Background: an optimization exercise with open tools, aiming at small area. Do not read the settings as production practice.
Function was checked by simulation only, so behaviour that the tests miss may differ from the original.
Power figures rest on the tool's default switching activity, not on a simulated workload.

$ cat flow/design.v
module REG8_hold(clk,rst_n,in,out,s);
parameter N=8;
input clk,s,rst_n;
input [N-1:0] in;
output [N-1:0] out;
reg [N-1:0] out;
always @ (posedge clk or negedge rst_n)
begin
    if (!rst_n) out <= {N{1'b0}};
    else if (!s) out <= in;
end
endmodule
module REG24_hold(clk,rst_n,in,out);
parameter N=24;
input clk,rst_n;
input [N-1:0] in;
output [N-1:0] out;
reg [N-1:0] out;
always @ (posedge clk or negedge rst_n)
begin
    if (!rst_n) out <= {N{1'b0}};
    else out <= in;
end
endmodule
module FA(a, b, c, s, co);
input a, b, c;
output s, co;
assign s = a ^ b ^ c;
assign co = (a & b) | (a & c) | (b & c);
endmodule
module HA(a, b, s, co);
input a, b;
output s, co;
assign s = a ^ b;
assign co = a & b;
endmodule
module PE_c1(Err_mac, Err_mult, w, a, c_out, k_out);
input Err_mac, Err_mult;
input [7:0] w, a;
output [15:0] c_out;
output [1:0] k_out;
wire [7:0] x = {a[7] & ~(Err_mac | Err_mult), a[6:0] & {7{~Err_mac}}};
wire [7:0] y = {w[7:2] & {6{~Err_mult}}, w[1], Err_mult ? ~w[1] : w[0]};
wire n1, n2, n3, n4, n5, n6, n7, n8, n9, n10, n11, n12, n13, n14, n15, n16, n17, n18, n19, n20, n21, n22, n23, n24, n25, n26, n27, n28, n29, n30, n31, n32, n33, n34, n35, n36, n37, n38, n39, n40, n41, n42, n43, n44, n45, n46, n47, n48, n49, n50, n51, n52, n53, n54, n55, n56, n57, n58, n59, n60, n61, n62, n63, n64, n65, n66, n67, n68, n69, n70, n71, n72, n73, n74, n75, n76, n77, n78, n79, n80, n81, n82, n83, n84, n85, n86, n87, n88, n89, n90, n91, n92, n93, n94, n95, n96, n97, n98, n99, n100, n101, n102, n103, n104, n105, n106, n107, n108, n109, n110, n111, n112, n113, n114, n115, n116, n117, n118, n119, n120, n121, n122, n123, n124, n125, n126, n127, n128, n129, n130, n131, n132, n133, n134, n135, n136, n137, n138, n139, n140, n141, n142, n143, n144, n145, n146, n147, n148, n149, n150, n151, n152, n153, n154, n155, n156, n157, n158, n159, n160, n161, n162, n163, n164, n165, n166, n167, n168, n169, n170, n171, n172, n173, n174, n175, n176, n177;
assign n1 = x[0] & y[0];
assign n2 = x[0] & y[1];
assign n3 = x[0] & y[2];
assign n4 = x[0] & y[3];
assign n5 = x[0] & y[4];
assign n6 = x[0] & y[5];
assign n7 = x[0] & y[6];
assign n8 = ~(x[0] & y[7]);
assign n9 = x[1] & y[0];
assign n10 = x[1] & y[1];
assign n11 = x[1] & y[2];
assign n12 = x[1] & y[3];
assign n13 = x[1] & y[4];
assign n14 = x[1] & y[5];
assign n15 = x[1] & y[6];
assign n16 = ~(x[1] & y[7]);
assign n17 = x[2] & y[0];
assign n18 = x[2] & y[1];
assign n19 = x[2] & y[2];
assign n20 = x[2] & y[3];
assign n21 = x[2] & y[4];
assign n22 = x[2] & y[5];
assign n23 = x[2] & y[6];
assign n24 = ~(x[2] & y[7]);
assign n25 = x[3] & y[0];
assign n26 = x[3] & y[1];
assign n27 = x[3] & y[2];
assign n28 = x[3] & y[3];
assign n29 = x[3] & y[4];
assign n30 = x[3] & y[5];
assign n31 = x[3] & y[6];
assign n32 = ~(x[3] & y[7]);
assign n33 = x[4] & y[0];
assign n34 = x[4] & y[1];
assign n35 = x[4] & y[2];
assign n36 = x[4] & y[3];
assign n37 = x[4] & y[4];
assign n38 = x[4] & y[5];
assign n39 = x[4] & y[6];
assign n40 = ~(x[4] & y[7]);
assign n41 = x[5] & y[0];
assign n42 = x[5] & y[1];
assign n43 = x[5] & y[2];
assign n44 = x[5] & y[3];
assign n45 = x[5] & y[4];
assign n46 = x[5] & y[5];
assign n47 = x[5] & y[6];
assign n48 = ~(x[5] & y[7]);
assign n49 = x[6] & y[0];
assign n50 = x[6] & y[1];
assign n51 = x[6] & y[2];
assign n52 = x[6] & y[3];
assign n53 = x[6] & y[4];
assign n54 = x[6] & y[5];
assign n55 = x[6] & y[6];
assign n56 = ~(x[6] & y[7]);
assign n57 = ~(x[7] & y[0]);
assign n58 = ~(x[7] & y[1]);
assign n59 = ~(x[7] & y[2]);
assign n60 = ~(x[7] & y[3]);
assign n61 = ~(x[7] & y[4]);
assign n62 = ~(x[7] & y[5]);
assign n63 = ~(x[7] & y[6]);
assign n64 = x[7] & y[7];
HA u_n65 (n7, n14, n65, n66);
FA u_n67 (n8, n15, n22, n67, n68);
HA u_n69 (n29, n36, n69, n70);
FA u_n71 (n16, n23, n30, n71, n72);
FA u_n73 (n37, n44, n51, n73, n74);
FA u_n75 (n24, n31, n38, n75, n76);
HA u_n77 (n5, n12, n77, n78);
FA u_n79 (n6, n13, n20, n79, n80);
HA u_n81 (n27, n34, n81, n82);
FA u_n83 (n65, n21, n28, n83, n84);
FA u_n85 (n35, n42, n49, n85, n86);
FA u_n87 (n66, n67, n69, n87, n88);
FA u_n89 (n43, n50, n57, n89, n90);
FA u_n91 (n68, n70, n71, n91, n92);
FA u_n93 (n73, n58, 1'b1, n93, n94);
FA u_n95 (n72, n74, n75, n95, n96);
FA u_n97 (n45, n52, n59, n97, n98);
FA u_n99 (n76, n32, n39, n99, n100);
FA u_n101 (n46, n53, n60, n101, n102);
FA u_n103 (n40, n47, n54, n103, n104);
HA u_n105 (n4, n11, n105, n106);
FA u_n107 (n77, n19, n26, n107, n108);
FA u_n109 (n78, n79, n81, n109, n110);
FA u_n111 (n80, n82, n83, n111, n112);
FA u_n113 (n84, n86, n87, n113, n114);
FA u_n115 (n88, n90, n91, n115, n116);
FA u_n117 (n92, n94, n95, n117, n118);
FA u_n119 (n96, n98, n99, n119, n120);
FA u_n121 (n100, n102, n103, n121, n122);
FA u_n123 (n104, n48, n55, n123, n124);
HA u_n125 (n3, n10, n125, n126);
FA u_n127 (n105, n18, n25, n127, n128);
FA u_n129 (n106, n107, n33, n129, n130);
FA u_n131 (n108, n109, n41, n131, n132);
FA u_n133 (n110, n111, n85, n133, n134);
FA u_n135 (n112, n113, n89, n135, n136);
FA u_n137 (n114, n115, n93, n137, n138);
FA u_n139 (n116, n117, n97, n139, n140);
FA u_n141 (n118, n119, n101, n141, n142);
FA u_n143 (n120, n121, n61, n143, n144);
FA u_n145 (n122, n123, n62, n145, n146);
FA u_n147 (n124, n56, n63, n147, n148);
HA u_n149 (n2, n9, n149, n150);
FA u_n151 (n125, n17, n150, n151, n152);
FA u_n153 (n126, n127, n152, n153, n154);
FA u_n155 (n128, n129, n154, n155, n156);
FA u_n157 (n130, n131, n156, n157, n158);
FA u_n159 (n132, n133, n158, n159, n160);
FA u_n161 (n134, n135, n160, n161, n162);
HA u_n163 (n136, n137, n163, n164);
FA u_n165 (n138, n139, n164, n165, n166);
FA u_n167 (n140, n141, n166, n167, n168);
FA u_n169 (n142, n143, n168, n169, n170);
FA u_n171 (n144, n145, n170, n171, n172);
HA u_n173 (n146, n147, n173, n174);
FA u_n175 (n148, n64, n174, n175, n176);
assign n177 = 1'b1 ^ n176;
assign c_out = {n177, n175, n173, n171, n169, n167, n165, n163, n161, n159, n157, n155, n153, n151, n149, n1};
assign k_out = {n172, n162};
endmodule
module PE_c2(Err_mac, Err_mult, w, a, c_in, k_in, c_out, k_out);
input Err_mac, Err_mult;
input [7:0] w, a;
input [15:0] c_in;
input [1:0] k_in;
output [16:0] c_out;
output [1:0] k_out;
wire [7:0] x = {a[7] & ~(Err_mac | Err_mult), a[6:0] & {7{~Err_mac}}};
wire [7:0] y = {w[7:2] & {6{~Err_mult}}, w[1], Err_mult ? ~w[1] : w[0]};
wire n1, n2, n3, n4, n5, n6, n7, n8, n9, n10, n11, n12, n13, n14, n15, n16, n17, n18, n19, n20, n21, n22, n23, n24, n25, n26, n27, n28, n29, n30, n31, n32, n33, n34, n35, n36, n37, n38, n39, n40, n41, n42, n43, n44, n45, n46, n47, n48, n49, n50, n51, n52, n53, n54, n55, n56, n57, n58, n59, n60, n61, n62, n63, n64, n65, n66, n67, n68, n69, n70, n71, n72, n73, n74, n75, n76, n77, n78, n79, n80, n81, n82, n83, n84, n85, n86, n87, n88, n89, n90, n91, n92, n93, n94, n95, n96, n97, n98, n99, n100, n101, n102, n103, n104, n105, n106, n107, n108, n109, n110, n111, n112, n113, n114, n115, n116, n117, n118, n119, n120, n121, n122, n123, n124, n125, n126, n127, n128, n129, n130, n131, n132, n133, n134, n135, n136, n137, n138, n139, n140, n141, n142, n143, n144, n145, n146, n147, n148, n149, n150, n151, n152, n153, n154, n155, n156, n157, n158, n159, n160, n161, n162, n163, n164, n165, n166, n167, n168, n169, n170, n171, n172, n173, n174, n175, n176, n177, n178, n179, n180, n181, n182, n183, n184, n185, n186, n187, n188, n189, n190, n191, n192, n193, n194, n195, n196, n197, n198, n199, n200, n201, n202, n203, n204, n205, n206, n207, n208, n209, n210, n211, n212, n213, n214, n215, n216, n217, n218, n219, n220, n221, n222, n223, n224, n225, n226;
assign n1 = x[0] & y[0];
assign n2 = x[0] & y[1];
assign n3 = x[0] & y[2];
assign n4 = x[0] & y[3];
assign n5 = x[0] & y[4];
assign n6 = x[0] & y[5];
assign n7 = x[0] & y[6];
assign n8 = ~(x[0] & y[7]);
assign n9 = x[1] & y[0];
assign n10 = x[1] & y[1];
assign n11 = x[1] & y[2];
assign n12 = x[1] & y[3];
assign n13 = x[1] & y[4];
assign n14 = x[1] & y[5];
assign n15 = x[1] & y[6];
assign n16 = ~(x[1] & y[7]);
assign n17 = x[2] & y[0];
assign n18 = x[2] & y[1];
assign n19 = x[2] & y[2];
assign n20 = x[2] & y[3];
assign n21 = x[2] & y[4];
assign n22 = x[2] & y[5];
assign n23 = x[2] & y[6];
assign n24 = ~(x[2] & y[7]);
assign n25 = x[3] & y[0];
assign n26 = x[3] & y[1];
assign n27 = x[3] & y[2];
assign n28 = x[3] & y[3];
assign n29 = x[3] & y[4];
assign n30 = x[3] & y[5];
assign n31 = x[3] & y[6];
assign n32 = ~(x[3] & y[7]);
assign n33 = x[4] & y[0];
assign n34 = x[4] & y[1];
assign n35 = x[4] & y[2];
assign n36 = x[4] & y[3];
assign n37 = x[4] & y[4];
assign n38 = x[4] & y[5];
assign n39 = x[4] & y[6];
assign n40 = ~(x[4] & y[7]);
assign n41 = x[5] & y[0];
assign n42 = x[5] & y[1];
assign n43 = x[5] & y[2];
assign n44 = x[5] & y[3];
assign n45 = x[5] & y[4];
assign n46 = x[5] & y[5];
assign n47 = x[5] & y[6];
assign n48 = ~(x[5] & y[7]);
assign n49 = x[6] & y[0];
assign n50 = x[6] & y[1];
assign n51 = x[6] & y[2];
assign n52 = x[6] & y[3];
assign n53 = x[6] & y[4];
assign n54 = x[6] & y[5];
assign n55 = x[6] & y[6];
assign n56 = ~(x[6] & y[7]);
assign n57 = ~(x[7] & y[0]);
assign n58 = ~(x[7] & y[1]);
assign n59 = ~(x[7] & y[2]);
assign n60 = ~(x[7] & y[3]);
assign n61 = ~(x[7] & y[4]);
assign n62 = ~(x[7] & y[5]);
assign n63 = ~(x[7] & y[6]);
assign n64 = x[7] & y[7];
assign n65 = ~c_in[15];
HA u_n66 (n16, n23, n66, n67);
HA u_n68 (n6, n13, n68, n69);
FA u_n70 (n7, n14, n21, n70, n71);
HA u_n72 (n28, n35, n72, n73);
FA u_n74 (n8, n15, n22, n74, n75);
FA u_n76 (n29, n36, n43, n76, n77);
HA u_n78 (n50, n57, n78, n79);
FA u_n80 (n66, n30, n37, n80, n81);
FA u_n82 (n44, n51, n58, n82, n83);
FA u_n84 (c_in[8], k_in[0], 1'b1, n84, n85);
FA u_n86 (n67, n24, n31, n86, n87);
FA u_n88 (n38, n45, n52, n88, n89);
HA u_n90 (n59, c_in[9], n90, n91);
FA u_n92 (n32, n39, n46, n92, n93);
HA u_n94 (n53, n60, n94, n95);
HA u_n96 (n40, n47, n96, n97);
HA u_n98 (n4, n11, n98, n99);
FA u_n100 (n5, n12, n19, n100, n101);
HA u_n102 (n26, n33, n102, n103);
FA u_n104 (n68, n20, n27, n104, n105);
FA u_n106 (n34, n41, c_in[5], n106, n107);
FA u_n108 (n69, n70, n72, n108, n109);
FA u_n110 (n42, n49, c_in[6], n110, n111);
FA u_n112 (n71, n73, n74, n112, n113);
FA u_n114 (n76, n78, c_in[7], n114, n115);
FA u_n116 (n75, n77, n79, n116, n117);
FA u_n118 (n80, n82, n84, n118, n119);
FA u_n120 (n81, n83, n85, n120, n121);
FA u_n122 (n86, n88, n90, n122, n123);
FA u_n124 (n87, n89, n91, n124, n125);
FA u_n126 (n92, n94, c_in[10], n126, n127);
FA u_n128 (n93, n95, n96, n128, n129);
FA u_n130 (n54, n61, c_in[11], n130, n131);
FA u_n132 (n97, n48, n55, n132, n133);
HA u_n134 (n62, c_in[12], n134, n135);
FA u_n136 (n56, n63, c_in[13], n136, n137);
HA u_n138 (n3, n10, n138, n139);
FA u_n140 (n98, n18, n25, n140, n141);
FA u_n142 (n99, n100, n102, n142, n143);
FA u_n144 (n101, n103, n104, n144, n145);
FA u_n146 (n105, n107, n108, n146, n147);
FA u_n148 (n109, n111, n112, n148, n149);
FA u_n150 (n113, n115, n116, n150, n151);
FA u_n152 (n117, n119, n120, n152, n153);
FA u_n154 (n121, n123, n124, n154, n155);
FA u_n156 (n125, n127, n128, n156, n157);
FA u_n158 (n129, n131, n132, n158, n159);
FA u_n160 (n133, n135, n136, n160, n161);
HA u_n162 (n137, n64, n162, n163);
HA u_n164 (n2, n9, n164, n165);
FA u_n166 (n138, n17, c_in[2], n166, n167);
FA u_n168 (n139, n140, c_in[3], n168, n169);
FA u_n170 (n141, n142, c_in[4], n170, n171);
FA u_n172 (n143, n144, n106, n172, n173);
FA u_n174 (n145, n146, n110, n174, n175);
FA u_n176 (n147, n148, n114, n176, n177);
FA u_n178 (n149, n150, n118, n178, n179);
FA u_n180 (n151, n152, n122, n180, n181);
FA u_n182 (n153, n154, n126, n182, n183);
FA u_n184 (n155, n156, n130, n184, n185);
FA u_n186 (n157, n158, n134, n186, n187);
FA u_n188 (n159, n160, k_in[1], n188, n189);
FA u_n190 (n161, n162, c_in[14], n190, n191);
HA u_n192 (n163, n65, n192, n193);
HA u_n194 (n1, c_in[0], n194, n195);
FA u_n196 (n164, c_in[1], n195, n196, n197);
FA u_n198 (n165, n166, n197, n198, n199);
FA u_n200 (n167, n168, n199, n200, n201);
FA u_n202 (n169, n170, n201, n202, n203);
FA u_n204 (n171, n172, n203, n204, n205);
FA u_n206 (n173, n174, n205, n206, n207);
FA u_n208 (n175, n176, n207, n208, n209);
HA u_n210 (n177, n178, n210, n211);
FA u_n212 (n179, n180, n211, n212, n213);
FA u_n214 (n181, n182, n213, n214, n215);
FA u_n216 (n183, n184, n215, n216, n217);
FA u_n218 (n185, n186, n217, n218, n219);
HA u_n220 (n187, n188, n220, n221);
FA u_n222 (n189, n190, n221, n222, n223);
FA u_n224 (n191, n192, n223, n224, n225);
assign n226 = n193 ^ 1'b1 ^ n225;
assign c_out = {n226, n224, n222, n220, n218, n216, n214, n212, n210, n208, n206, n204, n202, n200, n198, n196, n194};
assign k_out = {n219, n209};
endmodule
module PE_c3(Err_mac, Err_mult, w, a, c_in, k_in, c_out, k_out);
input Err_mac, Err_mult;
input [7:0] w, a;
input [16:0] c_in;
input [1:0] k_in;
output [16:0] c_out;
output [1:0] k_out;
wire [7:0] x = {a[7] & ~(Err_mac | Err_mult), a[6:0] & {7{~Err_mac}}};
wire [7:0] y = {w[7:2] & {6{~Err_mult}}, w[1], Err_mult ? ~w[1] : w[0]};
wire n1, n2, n3, n4, n5, n6, n7, n8, n9, n10, n11, n12, n13, n14, n15, n16, n17, n18, n19, n20, n21, n22, n23, n24, n25, n26, n27, n28, n29, n30, n31, n32, n33, n34, n35, n36, n37, n38, n39, n40, n41, n42, n43, n44, n45, n46, n47, n48, n49, n50, n51, n52, n53, n54, n55, n56, n57, n58, n59, n60, n61, n62, n63, n64, n65, n66, n67, n68, n69, n70, n71, n72, n73, n74, n75, n76, n77, n78, n79, n80, n81, n82, n83, n84, n85, n86, n87, n88, n89, n90, n91, n92, n93, n94, n95, n96, n97, n98, n99, n100, n101, n102, n103, n104, n105, n106, n107, n108, n109, n110, n111, n112, n113, n114, n115, n116, n117, n118, n119, n120, n121, n122, n123, n124, n125, n126, n127, n128, n129, n130, n131, n132, n133, n134, n135, n136, n137, n138, n139, n140, n141, n142, n143, n144, n145, n146, n147, n148, n149, n150, n151, n152, n153, n154, n155, n156, n157, n158, n159, n160, n161, n162, n163, n164, n165, n166, n167, n168, n169, n170, n171, n172, n173, n174, n175, n176, n177, n178, n179, n180, n181, n182, n183, n184, n185, n186, n187, n188, n189, n190, n191, n192, n193, n194, n195, n196, n197, n198, n199, n200, n201, n202, n203, n204, n205, n206, n207, n208, n209, n210, n211, n212, n213, n214, n215, n216, n217, n218, n219, n220, n221, n222, n223, n224, n225, n226;
assign n1 = x[0] & y[0];
assign n2 = x[0] & y[1];
assign n3 = x[0] & y[2];
assign n4 = x[0] & y[3];
assign n5 = x[0] & y[4];
assign n6 = x[0] & y[5];
assign n7 = x[0] & y[6];
assign n8 = ~(x[0] & y[7]);
assign n9 = x[1] & y[0];
assign n10 = x[1] & y[1];
assign n11 = x[1] & y[2];
assign n12 = x[1] & y[3];
assign n13 = x[1] & y[4];
assign n14 = x[1] & y[5];
assign n15 = x[1] & y[6];
assign n16 = ~(x[1] & y[7]);
assign n17 = x[2] & y[0];
assign n18 = x[2] & y[1];
assign n19 = x[2] & y[2];
assign n20 = x[2] & y[3];
assign n21 = x[2] & y[4];
assign n22 = x[2] & y[5];
assign n23 = x[2] & y[6];
assign n24 = ~(x[2] & y[7]);
assign n25 = x[3] & y[0];
assign n26 = x[3] & y[1];
assign n27 = x[3] & y[2];
assign n28 = x[3] & y[3];
assign n29 = x[3] & y[4];
assign n30 = x[3] & y[5];
assign n31 = x[3] & y[6];
assign n32 = ~(x[3] & y[7]);
assign n33 = x[4] & y[0];
assign n34 = x[4] & y[1];
assign n35 = x[4] & y[2];
assign n36 = x[4] & y[3];
assign n37 = x[4] & y[4];
assign n38 = x[4] & y[5];
assign n39 = x[4] & y[6];
assign n40 = ~(x[4] & y[7]);
assign n41 = x[5] & y[0];
assign n42 = x[5] & y[1];
assign n43 = x[5] & y[2];
assign n44 = x[5] & y[3];
assign n45 = x[5] & y[4];
assign n46 = x[5] & y[5];
assign n47 = x[5] & y[6];
assign n48 = ~(x[5] & y[7]);
assign n49 = x[6] & y[0];
assign n50 = x[6] & y[1];
assign n51 = x[6] & y[2];
assign n52 = x[6] & y[3];
assign n53 = x[6] & y[4];
assign n54 = x[6] & y[5];
assign n55 = x[6] & y[6];
assign n56 = ~(x[6] & y[7]);
assign n57 = ~(x[7] & y[0]);
assign n58 = ~(x[7] & y[1]);
assign n59 = ~(x[7] & y[2]);
assign n60 = ~(x[7] & y[3]);
assign n61 = ~(x[7] & y[4]);
assign n62 = ~(x[7] & y[5]);
assign n63 = ~(x[7] & y[6]);
assign n64 = x[7] & y[7];
assign n65 = ~c_in[16];
HA u_n66 (n16, n23, n66, n67);
HA u_n68 (n6, n13, n68, n69);
FA u_n70 (n7, n14, n21, n70, n71);
HA u_n72 (n28, n35, n72, n73);
FA u_n74 (n8, n15, n22, n74, n75);
FA u_n76 (n29, n36, n43, n76, n77);
HA u_n78 (n50, n57, n78, n79);
FA u_n80 (n66, n30, n37, n80, n81);
FA u_n82 (n44, n51, n58, n82, n83);
FA u_n84 (c_in[8], k_in[0], 1'b1, n84, n85);
FA u_n86 (n67, n24, n31, n86, n87);
FA u_n88 (n38, n45, n52, n88, n89);
HA u_n90 (n59, c_in[9], n90, n91);
FA u_n92 (n32, n39, n46, n92, n93);
HA u_n94 (n53, n60, n94, n95);
HA u_n96 (n40, n47, n96, n97);
HA u_n98 (n4, n11, n98, n99);
FA u_n100 (n5, n12, n19, n100, n101);
HA u_n102 (n26, n33, n102, n103);
FA u_n104 (n68, n20, n27, n104, n105);
FA u_n106 (n34, n41, c_in[5], n106, n107);
FA u_n108 (n69, n70, n72, n108, n109);
FA u_n110 (n42, n49, c_in[6], n110, n111);
FA u_n112 (n71, n73, n74, n112, n113);
FA u_n114 (n76, n78, c_in[7], n114, n115);
FA u_n116 (n75, n77, n79, n116, n117);
FA u_n118 (n80, n82, n84, n118, n119);
FA u_n120 (n81, n83, n85, n120, n121);
FA u_n122 (n86, n88, n90, n122, n123);
FA u_n124 (n87, n89, n91, n124, n125);
FA u_n126 (n92, n94, c_in[10], n126, n127);
FA u_n128 (n93, n95, n96, n128, n129);
FA u_n130 (n54, n61, c_in[11], n130, n131);
FA u_n132 (n97, n48, n55, n132, n133);
HA u_n134 (n62, c_in[12], n134, n135);
FA u_n136 (n56, n63, c_in[13], n136, n137);
HA u_n138 (n3, n10, n138, n139);
FA u_n140 (n98, n18, n25, n140, n141);
FA u_n142 (n99, n100, n102, n142, n143);
FA u_n144 (n101, n103, n104, n144, n145);
FA u_n146 (n105, n107, n108, n146, n147);
FA u_n148 (n109, n111, n112, n148, n149);
FA u_n150 (n113, n115, n116, n150, n151);
FA u_n152 (n117, n119, n120, n152, n153);
FA u_n154 (n121, n123, n124, n154, n155);
FA u_n156 (n125, n127, n128, n156, n157);
FA u_n158 (n129, n131, n132, n158, n159);
FA u_n160 (n133, n135, n136, n160, n161);
HA u_n162 (n137, n64, n162, n163);
HA u_n164 (n2, n9, n164, n165);
FA u_n166 (n138, n17, c_in[2], n166, n167);
FA u_n168 (n139, n140, c_in[3], n168, n169);
FA u_n170 (n141, n142, c_in[4], n170, n171);
FA u_n172 (n143, n144, n106, n172, n173);
FA u_n174 (n145, n146, n110, n174, n175);
FA u_n176 (n147, n148, n114, n176, n177);
FA u_n178 (n149, n150, n118, n178, n179);
FA u_n180 (n151, n152, n122, n180, n181);
FA u_n182 (n153, n154, n126, n182, n183);
FA u_n184 (n155, n156, n130, n184, n185);
FA u_n186 (n157, n158, n134, n186, n187);
FA u_n188 (n159, n160, k_in[1], n188, n189);
FA u_n190 (n161, n162, c_in[14], n190, n191);
FA u_n192 (n163, c_in[15], 1'b1, n192, n193);
HA u_n194 (n1, c_in[0], n194, n195);
FA u_n196 (n164, c_in[1], n195, n196, n197);
FA u_n198 (n165, n166, n197, n198, n199);
FA u_n200 (n167, n168, n199, n200, n201);
FA u_n202 (n169, n170, n201, n202, n203);
FA u_n204 (n171, n172, n203, n204, n205);
FA u_n206 (n173, n174, n205, n206, n207);
FA u_n208 (n175, n176, n207, n208, n209);
HA u_n210 (n177, n178, n210, n211);
FA u_n212 (n179, n180, n211, n212, n213);
FA u_n214 (n181, n182, n213, n214, n215);
FA u_n216 (n183, n184, n215, n216, n217);
FA u_n218 (n185, n186, n217, n218, n219);
HA u_n220 (n187, n188, n220, n221);
FA u_n222 (n189, n190, n221, n222, n223);
FA u_n224 (n191, n192, n223, n224, n225);
assign n226 = n193 ^ n65 ^ n225;
assign c_out = {n226, n224, n222, n220, n218, n216, n214, n212, n210, n208, n206, n204, n202, n200, n198, n196, n194};
assign k_out = {n219, n209};
endmodule
module PE_c4(Err_mac, Err_mult, w, a, c_in, k_in, c_out, k_out);
input Err_mac, Err_mult;
input [7:0] w, a;
input [16:0] c_in;
input [1:0] k_in;
output [17:0] c_out;
output [1:0] k_out;
wire [7:0] x = {a[7] & ~(Err_mac | Err_mult), a[6:0] & {7{~Err_mac}}};
wire [7:0] y = {w[7:2] & {6{~Err_mult}}, w[1], Err_mult ? ~w[1] : w[0]};
wire n1, n2, n3, n4, n5, n6, n7, n8, n9, n10, n11, n12, n13, n14, n15, n16, n17, n18, n19, n20, n21, n22, n23, n24, n25, n26, n27, n28, n29, n30, n31, n32, n33, n34, n35, n36, n37, n38, n39, n40, n41, n42, n43, n44, n45, n46, n47, n48, n49, n50, n51, n52, n53, n54, n55, n56, n57, n58, n59, n60, n61, n62, n63, n64, n65, n66, n67, n68, n69, n70, n71, n72, n73, n74, n75, n76, n77, n78, n79, n80, n81, n82, n83, n84, n85, n86, n87, n88, n89, n90, n91, n92, n93, n94, n95, n96, n97, n98, n99, n100, n101, n102, n103, n104, n105, n106, n107, n108, n109, n110, n111, n112, n113, n114, n115, n116, n117, n118, n119, n120, n121, n122, n123, n124, n125, n126, n127, n128, n129, n130, n131, n132, n133, n134, n135, n136, n137, n138, n139, n140, n141, n142, n143, n144, n145, n146, n147, n148, n149, n150, n151, n152, n153, n154, n155, n156, n157, n158, n159, n160, n161, n162, n163, n164, n165, n166, n167, n168, n169, n170, n171, n172, n173, n174, n175, n176, n177, n178, n179, n180, n181, n182, n183, n184, n185, n186, n187, n188, n189, n190, n191, n192, n193, n194, n195, n196, n197, n198, n199, n200, n201, n202, n203, n204, n205, n206, n207, n208, n209, n210, n211, n212, n213, n214, n215, n216, n217, n218, n219, n220, n221, n222, n223, n224, n225, n226, n227, n228;
assign n1 = x[0] & y[0];
assign n2 = x[0] & y[1];
assign n3 = x[0] & y[2];
assign n4 = x[0] & y[3];
assign n5 = x[0] & y[4];
assign n6 = x[0] & y[5];
assign n7 = x[0] & y[6];
assign n8 = ~(x[0] & y[7]);
assign n9 = x[1] & y[0];
assign n10 = x[1] & y[1];
assign n11 = x[1] & y[2];
assign n12 = x[1] & y[3];
assign n13 = x[1] & y[4];
assign n14 = x[1] & y[5];
assign n15 = x[1] & y[6];
assign n16 = ~(x[1] & y[7]);
assign n17 = x[2] & y[0];
assign n18 = x[2] & y[1];
assign n19 = x[2] & y[2];
assign n20 = x[2] & y[3];
assign n21 = x[2] & y[4];
assign n22 = x[2] & y[5];
assign n23 = x[2] & y[6];
assign n24 = ~(x[2] & y[7]);
assign n25 = x[3] & y[0];
assign n26 = x[3] & y[1];
assign n27 = x[3] & y[2];
assign n28 = x[3] & y[3];
assign n29 = x[3] & y[4];
assign n30 = x[3] & y[5];
assign n31 = x[3] & y[6];
assign n32 = ~(x[3] & y[7]);
assign n33 = x[4] & y[0];
assign n34 = x[4] & y[1];
assign n35 = x[4] & y[2];
assign n36 = x[4] & y[3];
assign n37 = x[4] & y[4];
assign n38 = x[4] & y[5];
assign n39 = x[4] & y[6];
assign n40 = ~(x[4] & y[7]);
assign n41 = x[5] & y[0];
assign n42 = x[5] & y[1];
assign n43 = x[5] & y[2];
assign n44 = x[5] & y[3];
assign n45 = x[5] & y[4];
assign n46 = x[5] & y[5];
assign n47 = x[5] & y[6];
assign n48 = ~(x[5] & y[7]);
assign n49 = x[6] & y[0];
assign n50 = x[6] & y[1];
assign n51 = x[6] & y[2];
assign n52 = x[6] & y[3];
assign n53 = x[6] & y[4];
assign n54 = x[6] & y[5];
assign n55 = x[6] & y[6];
assign n56 = ~(x[6] & y[7]);
assign n57 = ~(x[7] & y[0]);
assign n58 = ~(x[7] & y[1]);
assign n59 = ~(x[7] & y[2]);
assign n60 = ~(x[7] & y[3]);
assign n61 = ~(x[7] & y[4]);
assign n62 = ~(x[7] & y[5]);
assign n63 = ~(x[7] & y[6]);
assign n64 = x[7] & y[7];
assign n65 = ~c_in[16];
HA u_n66 (n16, n23, n66, n67);
HA u_n68 (n6, n13, n68, n69);
FA u_n70 (n7, n14, n21, n70, n71);
HA u_n72 (n28, n35, n72, n73);
FA u_n74 (n8, n15, n22, n74, n75);
FA u_n76 (n29, n36, n43, n76, n77);
HA u_n78 (n50, n57, n78, n79);
FA u_n80 (n66, n30, n37, n80, n81);
FA u_n82 (n44, n51, n58, n82, n83);
FA u_n84 (c_in[8], k_in[0], 1'b1, n84, n85);
FA u_n86 (n67, n24, n31, n86, n87);
FA u_n88 (n38, n45, n52, n88, n89);
HA u_n90 (n59, c_in[9], n90, n91);
FA u_n92 (n32, n39, n46, n92, n93);
HA u_n94 (n53, n60, n94, n95);
HA u_n96 (n40, n47, n96, n97);
HA u_n98 (n4, n11, n98, n99);
FA u_n100 (n5, n12, n19, n100, n101);
HA u_n102 (n26, n33, n102, n103);
FA u_n104 (n68, n20, n27, n104, n105);
FA u_n106 (n34, n41, c_in[5], n106, n107);
FA u_n108 (n69, n70, n72, n108, n109);
FA u_n110 (n42, n49, c_in[6], n110, n111);
FA u_n112 (n71, n73, n74, n112, n113);
FA u_n114 (n76, n78, c_in[7], n114, n115);
FA u_n116 (n75, n77, n79, n116, n117);
FA u_n118 (n80, n82, n84, n118, n119);
FA u_n120 (n81, n83, n85, n120, n121);
FA u_n122 (n86, n88, n90, n122, n123);
FA u_n124 (n87, n89, n91, n124, n125);
FA u_n126 (n92, n94, c_in[10], n126, n127);
FA u_n128 (n93, n95, n96, n128, n129);
FA u_n130 (n54, n61, c_in[11], n130, n131);
FA u_n132 (n97, n48, n55, n132, n133);
HA u_n134 (n62, c_in[12], n134, n135);
FA u_n136 (n56, n63, c_in[13], n136, n137);
HA u_n138 (n3, n10, n138, n139);
FA u_n140 (n98, n18, n25, n140, n141);
FA u_n142 (n99, n100, n102, n142, n143);
FA u_n144 (n101, n103, n104, n144, n145);
FA u_n146 (n105, n107, n108, n146, n147);
FA u_n148 (n109, n111, n112, n148, n149);
FA u_n150 (n113, n115, n116, n150, n151);
FA u_n152 (n117, n119, n120, n152, n153);
FA u_n154 (n121, n123, n124, n154, n155);
FA u_n156 (n125, n127, n128, n156, n157);
FA u_n158 (n129, n131, n132, n158, n159);
FA u_n160 (n133, n135, n136, n160, n161);
HA u_n162 (n137, n64, n162, n163);
HA u_n164 (n2, n9, n164, n165);
FA u_n166 (n138, n17, c_in[2], n166, n167);
FA u_n168 (n139, n140, c_in[3], n168, n169);
FA u_n170 (n141, n142, c_in[4], n170, n171);
FA u_n172 (n143, n144, n106, n172, n173);
FA u_n174 (n145, n146, n110, n174, n175);
FA u_n176 (n147, n148, n114, n176, n177);
FA u_n178 (n149, n150, n118, n178, n179);
FA u_n180 (n151, n152, n122, n180, n181);
FA u_n182 (n153, n154, n126, n182, n183);
FA u_n184 (n155, n156, n130, n184, n185);
FA u_n186 (n157, n158, n134, n186, n187);
FA u_n188 (n159, n160, k_in[1], n188, n189);
FA u_n190 (n161, n162, c_in[14], n190, n191);
FA u_n192 (n163, c_in[15], 1'b1, n192, n193);
HA u_n194 (n1, c_in[0], n194, n195);
FA u_n196 (n164, c_in[1], n195, n196, n197);
FA u_n198 (n165, n166, n197, n198, n199);
FA u_n200 (n167, n168, n199, n200, n201);
FA u_n202 (n169, n170, n201, n202, n203);
FA u_n204 (n171, n172, n203, n204, n205);
FA u_n206 (n173, n174, n205, n206, n207);
FA u_n208 (n175, n176, n207, n208, n209);
HA u_n210 (n177, n178, n210, n211);
FA u_n212 (n179, n180, n211, n212, n213);
FA u_n214 (n181, n182, n213, n214, n215);
FA u_n216 (n183, n184, n215, n216, n217);
FA u_n218 (n185, n186, n217, n218, n219);
HA u_n220 (n187, n188, n220, n221);
FA u_n222 (n189, n190, n221, n222, n223);
FA u_n224 (n191, n192, n223, n224, n225);
FA u_n226 (n193, n65, n225, n226, n227);
assign n228 = 1'b1 ^ n227;
assign c_out = {n228, n226, n224, n222, n220, n218, n216, n214, n212, n210, n208, n206, n204, n202, n200, n198, n196, n194};
assign k_out = {n219, n209};
endmodule
module CSUM_out(s, k, c);
input [17:0] s;
input [1:0] k;
output [23:0] c;
wire n1, n2, n3, n4, n5, n6, n7, n8, n9, n10, n11, n12, n13, n14, n15, n16, n17, n18, n19;
HA u_n1 (s[8], k[0], n1, n2);
HA u_n3 (s[9], n2, n3, n4);
HA u_n5 (s[10], n4, n5, n6);
HA u_n7 (s[11], n6, n7, n8);
HA u_n9 (s[12], n8, n9, n10);
FA u_n11 (s[13], k[1], n10, n11, n12);
HA u_n13 (s[14], n12, n13, n14);
HA u_n15 (s[15], n14, n15, n16);
HA u_n17 (s[16], n16, n17, n18);
assign n19 = s[17] ^ n18;
wire [17:0] r = {n19, n17, n15, n13, n11, n9, n7, n5, n3, n1, s[7], s[6], s[5], s[4], s[3], s[2], s[1], s[0]};
assign c = {{6{r[17]}}, r};
endmodule
module PEreg_c1(Err_mac, Err_mult, w_in, a_in, w_out, a_out, c_out, k_out, clk, rst_n, hold);
input [7:0] w_in, a_in;
input Err_mac, Err_mult, clk, rst_n, hold;
output [7:0] w_out, a_out;
output [15:0] c_out;
output [1:0] k_out;
wire [15:0] p_sum;
wire [1:0] p_k;
PE_c1 PE_no_reg(Err_mac, Err_mult, w_out, a_out, p_sum, p_k);
REG8_hold regW(clk, rst_n, w_in, w_out, hold);
REG8_hold regA(clk, rst_n, a_in, a_out, 1'b0);
REG24_hold #(16) regC(clk, rst_n, p_sum, c_out);
REG24_hold #(2) regK(clk, rst_n, p_k, k_out);
endmodule
module PEreg_c2(Err_mac, Err_mult, w_in, a_in, c_in, k_in, w_out, a_out, c_out, k_out, clk, rst_n, hold);
input [7:0] w_in, a_in;
input [15:0] c_in;
input [1:0] k_in;
input Err_mac, Err_mult, clk, rst_n, hold;
output [7:0] w_out, a_out;
output [16:0] c_out;
output [1:0] k_out;
wire [16:0] p_sum;
wire [1:0] p_k;
PE_c2 PE_no_reg(Err_mac, Err_mult, w_out, a_out, c_in, k_in, p_sum, p_k);
REG8_hold regW(clk, rst_n, w_in, w_out, hold);
REG8_hold regA(clk, rst_n, a_in, a_out, 1'b0);
REG24_hold #(17) regC(clk, rst_n, p_sum, c_out);
REG24_hold #(2) regK(clk, rst_n, p_k, k_out);
endmodule
module PEreg_c3(Err_mac, Err_mult, w_in, a_in, c_in, k_in, w_out, a_out, c_out, k_out, clk, rst_n, hold);
input [7:0] w_in, a_in;
input [16:0] c_in;
input [1:0] k_in;
input Err_mac, Err_mult, clk, rst_n, hold;
output [7:0] w_out, a_out;
output [16:0] c_out;
output [1:0] k_out;
wire [16:0] p_sum;
wire [1:0] p_k;
PE_c3 PE_no_reg(Err_mac, Err_mult, w_out, a_out, c_in, k_in, p_sum, p_k);
REG8_hold regW(clk, rst_n, w_in, w_out, hold);
REG8_hold regA(clk, rst_n, a_in, a_out, 1'b0);
REG24_hold #(17) regC(clk, rst_n, p_sum, c_out);
REG24_hold #(2) regK(clk, rst_n, p_k, k_out);
endmodule
module PEreg_c4(Err_mac, Err_mult, w_in, a_in, c_in, k_in, w_out, a_out, c_out, k_out, clk, rst_n, hold);
input [7:0] w_in, a_in;
input [16:0] c_in;
input [1:0] k_in;
input Err_mac, Err_mult, clk, rst_n, hold;
output [7:0] w_out, a_out;
output [17:0] c_out;
output [1:0] k_out;
wire [17:0] p_sum;
wire [1:0] p_k;
PE_c4 PE_no_reg(Err_mac, Err_mult, w_out, a_out, c_in, k_in, p_sum, p_k);
REG8_hold regW(clk, rst_n, w_in, w_out, hold);
REG8_hold regA(clk, rst_n, a_in, a_out, 1'b0);
REG24_hold #(18) regC(clk, rst_n, p_sum, c_out);
REG24_hold #(2) regK(clk, rst_n, p_k, k_out);
endmodule
module Arr4x4(Err_mac, Err_mult,
             w1_in, w2_in, w3_in, w4_in,
             a1_in, a2_in, a3_in, a4_in,
             w1_out, w2_out, w3_out, w4_out,
             a1_out, a2_out, a3_out, a4_out,
             c1_out, c2_out, c3_out, c4_out,
             clk, rst_n, hold);
input [7:0] w1_in, w2_in, w3_in, w4_in;
input [7:0] a1_in, a2_in, a3_in, a4_in;
input clk, rst_n, hold;
input [15:0] Err_mac, Err_mult;
output [7:0] w1_out, w2_out, w3_out, w4_out;
output [7:0] a1_out, a2_out, a3_out, a4_out;
output [23:0] c1_out, c2_out, c3_out, c4_out;
wire [7:0] w11, a11;
wire [15:0] c11;
wire [1:0] k11;
wire [7:0] w12, a12;
wire [16:0] c12;
wire [1:0] k12;
wire [7:0] w13, a13;
wire [16:0] c13;
wire [1:0] k13;
wire [7:0] w14, a14;
wire [17:0] c14;
wire [1:0] k14;
wire [7:0] w21, a21;
wire [15:0] c21;
wire [1:0] k21;
wire [7:0] w22, a22;
wire [16:0] c22;
wire [1:0] k22;
wire [7:0] w23, a23;
wire [16:0] c23;
wire [1:0] k23;
wire [7:0] w24, a24;
wire [17:0] c24;
wire [1:0] k24;
wire [7:0] w31, a31;
wire [15:0] c31;
wire [1:0] k31;
wire [7:0] w32, a32;
wire [16:0] c32;
wire [1:0] k32;
wire [7:0] w33, a33;
wire [16:0] c33;
wire [1:0] k33;
wire [7:0] w34, a34;
wire [17:0] c34;
wire [1:0] k34;
wire [7:0] w41, a41;
wire [15:0] c41;
wire [1:0] k41;
wire [7:0] w42, a42;
wire [16:0] c42;
wire [1:0] k42;
wire [7:0] w43, a43;
wire [16:0] c43;
wire [1:0] k43;
wire [7:0] w44, a44;
wire [17:0] c44;
wire [1:0] k44;
PEreg_c1 PE11(Err_mac[0], Err_mult[0], w1_in, a1_in, w11, a11, c11, k11, clk, rst_n, hold);
PEreg_c1 PE21(Err_mac[1], Err_mult[1], w2_in, a11, w21, a21, c21, k21, clk, rst_n, hold);
PEreg_c1 PE31(Err_mac[2], Err_mult[2], w3_in, a21, w31, a31, c31, k31, clk, rst_n, hold);
PEreg_c1 PE41(Err_mac[3], Err_mult[3], w4_in, a31, w41, a41, c41, k41, clk, rst_n, hold);
PEreg_c2 PE12(Err_mac[4], Err_mult[4], w11, a2_in, c11, k11, w12, a12, c12, k12, clk, rst_n, hold);
PEreg_c2 PE22(Err_mac[5], Err_mult[5], w21, a12, c21, k21, w22, a22, c22, k22, clk, rst_n, hold);
PEreg_c2 PE32(Err_mac[6], Err_mult[6], w31, a22, c31, k31, w32, a32, c32, k32, clk, rst_n, hold);
PEreg_c2 PE42(Err_mac[7], Err_mult[7], w41, a32, c41, k41, w42, a42, c42, k42, clk, rst_n, hold);
PEreg_c3 PE13(Err_mac[8], Err_mult[8], w12, a3_in, c12, k12, w13, a13, c13, k13, clk, rst_n, hold);
PEreg_c3 PE23(Err_mac[9], Err_mult[9], w22, a13, c22, k22, w23, a23, c23, k23, clk, rst_n, hold);
PEreg_c3 PE33(Err_mac[10], Err_mult[10], w32, a23, c32, k32, w33, a33, c33, k33, clk, rst_n, hold);
PEreg_c3 PE43(Err_mac[11], Err_mult[11], w42, a33, c42, k42, w43, a43, c43, k43, clk, rst_n, hold);
PEreg_c4 PE14(Err_mac[12], Err_mult[12], w13, a4_in, c13, k13, w14, a14, c14, k14, clk, rst_n, hold);
PEreg_c4 PE24(Err_mac[13], Err_mult[13], w23, a14, c23, k23, w24, a24, c24, k24, clk, rst_n, hold);
PEreg_c4 PE34(Err_mac[14], Err_mult[14], w33, a24, c33, k33, w34, a34, c34, k34, clk, rst_n, hold);
PEreg_c4 PE44(Err_mac[15], Err_mult[15], w43, a34, c43, k43, w44, a44, c44, k44, clk, rst_n, hold);
CSUM_out out1(c14, k14, c1_out);
assign w1_out = w14;
assign a1_out = a41;
CSUM_out out2(c24, k24, c2_out);
assign w2_out = w24;
assign a2_out = a42;
CSUM_out out3(c34, k34, c3_out);
assign w3_out = w34;
assign a3_out = a43;
CSUM_out out4(c44, k44, c4_out);
assign w4_out = w44;
assign a4_out = a44;
endmodule
$ cat flow/flow/run.sh
#!/bin/bash
# Standard layout, with one netlist step added after synthesis: invpush.py
# removes inverters around full-adder cells (a full adder is self-dual), which
# leaves the logic and every register unchanged.
set -euo pipefail
W=$(pwd)
R=$W/orfs/results/$FLOW_PLATFORM/Arr4x4/base
bash standard.sh synth > $W/synth.log 2>&1
python3 $W/flow/invpush.py $R/1_2_yosys.v $R/1_2_yosys_invpush.v > $W/invpush.log 2>&1
cp $R/1_2_yosys.v $W/1_2_yosys_standard.v
mv $R/1_2_yosys_invpush.v $R/1_2_yosys.v
rm -f $R/1_synth.odb $R/1_synth.sdc
bash standard.sh > $W/layout.log 2>&1
$ cat flow/flow/invpush.py
#!/usr/bin/env python3
"""Remove inverters around full-adder cells in a flat Yosys netlist.

A full adder is self-dual: FA(~a, ~b, ~c) = (~sum, ~cout). extract_fa often
leaves inverters on full-adder inputs and outputs; flipping the polarity of a
full adder (moving the inversion from its inputs to its outputs, or the other
way round) removes them. Each flip is taken only when it lowers the number of
inverters. The logic function of the netlist does not change.

usage: invpush.py IN.v OUT.v
"""
import re
import sys
from collections import defaultdict

OUT_PINS = {"X", "Y", "Q", "Q_N", "SUM", "COUT", "HI", "LO"}
INV_RE = re.compile(r"sky130_fd_sc_hd__(inv|clkinv)_\d+$")
FA_RE = re.compile(r"sky130_fd_sc_hd__fa_\d+$")

src = open(sys.argv[1]).read()
src = re.sub(r"^\s*\(\*.*?\*\)\s*\n", "", src, flags=re.M)

m = re.search(r"^module\s+(\S+)\s*\(", src, re.M)
mod_start = m.start()
end = src.index("endmodule", mod_start)
body = src[mod_start:end]

cell_re = re.compile(r"^  (sky130_fd_sc_hd__\w+)\s+(\S+)\s*\((.*?)\);\n", re.M | re.S)
pin_re = re.compile(r"\.(\w+)\(([^()]*)\)")

cells = {}
order = []
spans = []
for cm in cell_re.finditer(body):
    typ, name, pins = cm.group(1), cm.group(2), cm.group(3)
    pd = {p: n.strip() for p, n in pin_re.findall(pins)}
    cells[name] = [typ, pd]
    order.append(name)
    spans.append((cm.start(), cm.end()))

# nets that are used outside cell instances (ports, assigns): their polarity is fixed
rest = body
for s, e in reversed(spans):
    rest = rest[:s] + rest[e:]
fixed = set()
for am in re.finditer(r"assign\s+(.*?);", rest, re.S):
    for tok in re.findall(r"\\\S+(?:\s*\[\d+\])?|[A-Za-z_][\w$]*(?:\s*\[\d+\])?", am.group(1)):
        fixed.add(tok.strip())
ports = set()
for pm in re.finditer(r"^\s*(input|output|inout)\s+(?:\[(\d+):(\d+)\]\s+)?(\S+)\s*;", rest, re.M):
    nm = pm.group(4)
    ports.add(nm)
    if pm.group(2) is not None:
        a, b = int(pm.group(2)), int(pm.group(3))
        for i in range(min(a, b), max(a, b) + 1):
            fixed.add(f"{nm} [{i}]")
            fixed.add(f"{nm}[{i}]")
    else:
        fixed.add(nm)

drv = {}
loads = defaultdict(set)


def index():
    drv.clear()
    loads.clear()
    for name, (typ, pd) in cells.items():
        for p, n in pd.items():
            if p in OUT_PINS:
                drv[n] = (name, p)
            else:
                loads[n].add((name, p))


index()

new_id = [0]
new_wires = []


def fresh():
    new_id[0] += 1
    w = f"_invpush_{new_id[0]}_"
    new_wires.append(w)
    return w


def is_inv(name):
    return name in cells and INV_RE.match(cells[name][0])


def inv_of(net):
    """an existing inverter whose input is net, or None"""
    for (c, p) in loads.get(net, ()):
        if is_inv(c) and cells[c][1]["Y"] not in fixed:
            return c
    return None


def connect(c, p, net):
    old = cells[c][1][p]
    loads[old].discard((c, p))
    cells[c][1][p] = net
    loads[net].add((c, p))


def remove(c):
    for p, n in cells[c][1].items():
        if p in OUT_PINS:
            drv.pop(n, None)
        else:
            loads[n].discard((c, p))
    del cells[c]


inv_count = [0]


def add_inv(a):
    inv_count[0] += 1
    name = f"_invpush_inv_{inv_count[0]}_"
    y = fresh()
    cells[name] = ["sky130_fd_sc_hd__inv_1", {"A": a, "Y": y}]
    loads[a].add((name, "A"))
    drv[y] = (name, "Y")
    order.append(name)
    return name, y


def gain(f):
    typ, pd = cells[f]
    g = 0
    used = defaultdict(int)
    for p in ("A", "B", "CIN"):
        n = pd[p]
        d = drv.get(n)
        if d and is_inv(d[0]) and n not in fixed:
            used[d[0]] += 1
        elif inv_of(n) is None:
            g -= 1
    for c, k in used.items():
        out = cells[c][1]["Y"]
        if len(loads[out]) == k:
            g += 1
    for p in ("SUM", "COUT"):
        o = pd[p]
        other = 0
        for (c, q) in loads[o]:
            if is_inv(c) and cells[c][1]["Y"] not in fixed:
                g += 1
            else:
                other += 1
        if other or o in fixed:
            g -= 1
    return g


def flip(f):
    typ, pd = cells[f]
    for p in ("A", "B", "CIN"):
        n = pd[p]
        d = drv.get(n)
        if d and is_inv(d[0]) and n not in fixed:
            i = d[0]
            connect(f, p, cells[i][1]["A"])
            if not loads[n]:
                remove(i)
        else:
            j = inv_of(n)
            if j is None:
                j, _ = add_inv(n)
            connect(f, p, cells[j][1]["Y"])
    for p in ("SUM", "COUT"):
        o = pd[p]
        no = fresh()
        drv.pop(o, None)
        pd[p] = no
        drv[no] = (f, p)
        keep = o in fixed
        for (c, q) in list(loads[o]):
            if is_inv(c) and cells[c][1]["Y"] not in fixed:
                y = cells[c][1]["Y"]
                for (c2, q2) in list(loads[y]):
                    connect(c2, q2, no)
                remove(c)
            else:
                keep = True
        if keep:
            # an inverter from the new output rebuilds the old net
            inv_count[0] += 1
            name = f"_invpush_inv_{inv_count[0]}_"
            cells[name] = ["sky130_fd_sc_hd__inv_1", {"A": no, "Y": o}]
            loads[no].add((name, "A"))
            drv[o] = (name, "Y")
            order.append(name)


def ninv():
    return sum(1 for c in cells if is_inv(c))


before = ninv()
for it in range(50):
    changed = 0
    for f in list(cells):
        if f in cells and FA_RE.match(cells[f][0]) and gain(f) > 0:
            flip(f)
            changed += 1
    # inverters left with no load
    for c in list(cells):
        if c in cells and is_inv(c) and not loads[cells[c][1]["Y"]] and cells[c][1]["Y"] not in fixed:
            remove(c)
    if not changed:
        break
after = ninv()
sys.stderr.write(f"invpush: inverters {before} -> {after}\n")

# write back: drop the old cell instances, add wires and all cells before endmodule
out_body = rest
decl = "".join(f"  wire {w};\n" for w in new_wires)
inst = []
for name in order:
    if name not in cells:
        continue
    typ, pd = cells[name]
    pins = ",\n".join(f"    .{p}({n}{' ' if n.startswith(chr(92)) else ''})" for p, n in pd.items())
    inst.append(f"  {typ} {name} (\n{pins}\n  );\n")
# insert declarations after the port list header (first ';' after module)
hdr_end = out_body.index(";") + 1
out_body = out_body[:hdr_end] + "\n" + decl + out_body[hdr_end:]
out_body = out_body.rstrip() + "\n" + "".join(inst)
open(sys.argv[2], "w").write(src[:mod_start] + out_body + src[end:])
$ cat flow/standard.sh
#!/bin/bash
# synth_recipe.tcl (not shown) runs the flow's synth.tcl, then flattens the netlist and writes it again
# the make line also repeats each setting of config.mk as NAME=value (left out here)
make -C /OpenROAD-flow-scripts/flow DESIGN_CONFIG=/design/flow/config.mk WORK_HOME=/design/flow/orfs CLKGATE_MAP_FILE= SYNTH_SCRIPT=/design/flow/synth_recipe.tcl "${@:-finish}"
$ cat flow/config.mk
export PLATFORM = sky130hd
export DESIGN_NAME = Arr4x4
export DESIGN_NICKNAME = Arr4x4
export VERILOG_FILES = /design/flow/design.v
export SDC_FILE = /design/flow/constraint.sdc
export NUM_CORES = 4
export LEC_CHECK = 0
export ABC_AREA = 1
export CAP_MARGIN = 20
export CORE_MARGIN = 2
export CORE_UTILIZATION = 40
export SLEW_MARGIN = 20
$ cat flow/constraint.sdc
create_clock -name core_clock -period 7.5 [get_ports {clk}]
set_input_delay 1.5000 -clock core_clock [delete_from_list [all_inputs] [get_ports {clk}]]
set_output_delay 1.5000 -clock core_clock [all_outputs]
set_load 0.01 [all_outputs]
==> results.txt <==
## sequential cells by signal, summed over array words and instances (netlist names), 16 cells and up
name,cells
PE11.regC.out,16
PE12.regC.out,17
PE13.regC.out,17
PE14.regC.out,18
PE21.regC.out,16
PE22.regC.out,17
PE23.regC.out,17
PE24.regC.out,18
PE31.regC.out,16
PE32.regC.out,17
PE33.regC.out,17
PE34.regC.out,18
PE41.regC.out,16
PE42.regC.out,17
PE43.regC.out,17
PE44.regC.out,18
## worst max-delay path: stages
cell and delay, ns:
sky130_fd_sc_hd__clkdlybuf4s50_1 0.65, sky130_fd_sc_hd__clkinv_1 0.33, sky130_fd_sc_hd__nand2_1 0.32, sky130_fd_sc_hd__inv_1 0.09
sky130_fd_sc_hd__nand2_1 0.07, sky130_fd_sc_hd__ha_1 0.25, sky130_fd_sc_hd__fa_1 0.51, sky130_fd_sc_hd__fa_1 0.46
sky130_fd_sc_hd__fa_1 0.54, sky130_fd_sc_hd__fa_1 0.44, sky130_fd_sc_hd__fa_1 0.42, sky130_fd_sc_hd__fa_1 0.38
sky130_fd_sc_hd__fa_1 0.39, sky130_fd_sc_hd__fa_1 0.43
## path summary, 6_finish.rpt
| path | to | slack [ns] | depth (start not counted) |
|---|---|---|---|
| min | PE31.regA.out[1] | 0.38 | 0 |
| min in group asynchronous | PE11.regW.out[0] | 0.86 | 1 |
| max in group asynchronous | PE22.regC.out[4] | 5.29 | 2 |
| max reg2reg | PE14.regC.out[12] | 2.31 | 12 |
| max | PE33.regC.out[12] | 1.22 | 14 |
| min reg2reg | PE31.regA.out[1] | 0.38 | 0 |
## routing by layer
layer,vias to the layer above,GRT usage,share of wire,routed length (um)
met5,-,0,0.00028,32
met4,4,0.0681,0.032,3640
met3,178,0.0274,0.046,5220
met2,689,0.314,0.46,52200
met1,14470,0.294,0.46,52700
li1,12740,-,-,-
## area by class of cell
cell class | count | area (sq um) | share of cell area
antenna | 1 | 2.50 | 0.0000481
sequential | 560 | 14000 | 0.269
inverter | 651 | 2440 | 0.0469
multi-input combinational | 2797 | 28600 | 0.550
clock inverter | 27 | 338 | 0.00649
clock buffer | 97 | 2030 | 0.0389
tap | 1512 | 1890 | 0.0363
timing repair buffer | 269 | 2710 | 0.0521
## layout by cell type (no fill, tap or decap)
master                            instances
sky130_fd_sc_hd__fa_1                   936
sky130_fd_sc_hd__nor2_1                 756
sky130_fd_sc_hd__inv_1                  641
sky130_fd_sc_hd__dfrtp_1                560
sky130_fd_sc_hd__nand2_1                559
sky130_fd_sc_hd__ha_1                   288
sky130_fd_sc_hd__clkdlybuf4s50_1        256
sky130_fd_sc_hd__o21ai_0                 91
sky130_fd_sc_hd__nand3_1                 86
sky130_fd_sc_hd__clkbuf_16               73
sky130_fd_sc_hd__a21oi_1                 36
sky130_fd_sc_hd__clkbuf_1                13
sky130_fd_sc_hd__o211ai_1                12
sky130_fd_sc_hd__clkbuf_8                12
sky130_fd_sc_hd__clkinv_2                11
sky130_fd_sc_hd__o21ai_1                  9
sky130_fd_sc_hd__clkinv_1                 8
sky130_fd_sc_hd__nor3_1                   8
sky130_fd_sc_hd__buf_4                    8
sky130_fd_sc_hd__bufinv_16                7
sky130_fd_sc_hd__clkinvlp_4               5
sky130_fd_sc_hd__nand4_1                  4
sky130_fd_sc_hd__xnor2_1                  4
sky130_fd_sc_hd__xor2_1                   4
sky130_fd_sc_hd__a21oi_2                  4
sky130_fd_sc_hd__inv_6                    3
sky130_fd_sc_hd__buf_12                   3
sky130_fd_sc_hd__inv_2                    2
sky130_fd_sc_hd__diode_2                  1
sky130_fd_sc_hd__clkinv_4                 1
sky130_fd_sc_hd__buf_8                    1
## where the power goes
part           leakage [nW]  internal (mW)  switching (mW)  total [mW]
logic                  17.8           4.25            4.75        9.00
clock network          1.15           2.13            1.34        3.47
registers              6.62           4.13           0.584        4.72
total                  25.5           10.5            6.67        17.2
## per-stage QoR
step	utilization	hold slack, ns	instances	cell area, sq um	power, mW
floorplan	-	0.354	4145	46100	10.8
global placement	0.435	0.365	5789	49700	13.8
detailed placement	0.435	0.365	5789	49700	14.0
CTS	0.455	0.377	5913	52100	17.6
global route	0.455	0.396	5914	52100	19.0
finish	0.455	0.377	5914	52100	17.2
==> results_tabular.tex <==
\begin{tabular}{lr}
\hline
Metric & Value \\
\hline
\multicolumn{2}{l}{\textbf{Clock tree}} \\
Cts bufs inserted & 70 \\
TritonCTS clock tree & yes \\
Deepest clock path buffer count & 3 \\
Clock root cell & sky130\_fd\_sc\_hd\_\_clkbuf\_16 \\
Insertion delay of the later-clocked pin in the worst-skew pair & between 0.6 and 0.7 ns \\
CTS sink count & between 500 and 600 \\
Post-CTS Hold Buffers & 0 \\
Resize count post-CTS & 0 \\
Clock-pin slew of the registers on the worst-case setup and hold paths & around 0.05 ns \\
Count of H-tree levels built during CTS & 3 \\
Number of buffers inserted by post-CTS setup repair & 0 \\
\multicolumn{2}{l}{\textbf{GRT}} \\
Congestion Overflow GR & 0 \\
Antenna violations before repair & 4 \\
Global router's overall resource usage & 0.202 \\
Global-route wire length before repair & about 180 mm \\
Largest net degree at the start of global routing & about 150 \\
Via count of the first global-routing pass & roughly 31k \\
\multicolumn{2}{l}{\textbf{Timing}} \\
Final min period & roughly 6.3 ns \\
Post-Route Skew & roughly 0.022 ns \\
Setup TNS Final & 0 ns \\
Share of the clock period used by the worst path after layout & 0.838 \\
Slew @ Worst Pin & 1.01 ns \\
Worst slew slack as a fraction of its limit & 0.324 \\
Upper clock frequency limit & approximately 160 MHz \\
PnR worst setup slack & approximately 1.2 ns \\
Setup violation total in the final timing report & 0 \\
Final number of hold-violating endpoints & 0 \\
Count of pins over their slew limit & 0 \\
Setup repair after global routing missed its margin & no \\
\multicolumn{2}{l}{\textbf{Finish}} \\
Share of layout cells above drive strength 1 & 0.0295 \\
Syn-to-layout area delta & 12.9\% \\
Final-stage net count & about 5.7k \\
Fillers & 10.6k \\
\multicolumn{2}{l}{\textbf{Yosys}} \\
Cell area after synthesis & between 40,000 and 50,000 sq um \\
Yosys Warn Count & 5 \\
Average cell area after synthesis & roughly 11 sq um \\
Nets in the synthesized netlist & around 5.5k \\
Cell count after synthesis & between 4k and 5k \\
\multicolumn{2}{l}{\textbf{Setup path}} \\
Nature of the critical path startpoint & primary input \\
WS Path Type & primary input to register \\
Crit. Startpoint & Err\_mac[10] \\
Arrival time worst endpoint & 6.79 ns \\
Source of the worst register-to-register timing path & PE14.regW.out[7] \\
Required time of the critical path & $\sim$8 ns \\
Critical-path maximum fanout & 10 \\
Setup crit end kind & register \\
\multicolumn{2}{l}{\textbf{Route}} \\
Total detailed-routing wirelength & approximately 110 mm \\
Routed length per instance & around 19 um \\
Detailed Routing Iterations Pass 1 & 6 \\
Via count & about 28k \\
Remaining antenna violation count after routing & 0 \\
Initial DRC count & 1,717 \\
DR vias/cell & about 4.7 \\
DRC violations left & 0 \\
\multicolumn{2}{l}{\textbf{Pwr}} \\
Leakage Power & around 26 nW \\
Worst IR drop on VDD & roughly 0.19 mV \\
Pwr Density & roughly 330 nW/um\^{}2 \\
\multicolumn{2}{l}{\textbf{Worst hold path}} \\
Hold crit path type & register to register \\
Beginning of the worst hold path & PE21.regA.out[1] \\
\multicolumn{2}{l}{\textbf{Die}} \\
Initial Utilization & 0.403 \\
Vertical extent of the die & roughly 340 um \\
Row count & roughly 120 \\
Die width & 344 um \\
Standard cell core area & around 110,000 sq um \\
Die area & $\sim$120,000 sq um \\
IO Pins & $\sim$260 \\
\multicolumn{2}{l}{\textbf{Place}} \\
Place WS & about 0.56 ns \\
Routability congestion estimate from global placement & approximately 0.94 \\
Buffers added on ports & roughly 260 \\
Placed wire-length estimate after detailed placement & approximately 96 mm \\
\multicolumn{2}{l}{\textbf{Outcome}} \\
Run status & finished clean \\
\multicolumn{2}{l}{\textbf{Flow run}} \\
Max\_cap viols & 0 \\
\hline
\end{tabular}

## separate check: timing with driven ports
The flow's constraints put no driver on any port. The routed layout listed below was extracted and timed again, unchanged, in two steps.
Step 1, drivers: a clkbuf_16 drives clk and a buf_2 each remaining input, both assumed.
Step 2 adds t to the input delays and takes it off the output delays; t is the mean of the earliest and latest rising clock arrival at the registers after step 1. Input paths then give back, and output paths get back, about the clock's delay inside the block.
a / b / c = no drivers / after step 1 / after step 2; a / b = the first two.
t, ns: 0.692
setup WS [ns]: 1.216 / 1.258 / 0.566
latest minus earliest clock arrival (ns): 0.024 / 0.024
After both steps this run still meets setup and hold. For this run, drivers alone change the setup slack by +0.042 ns; drivers and shift together by -0.650 ns.
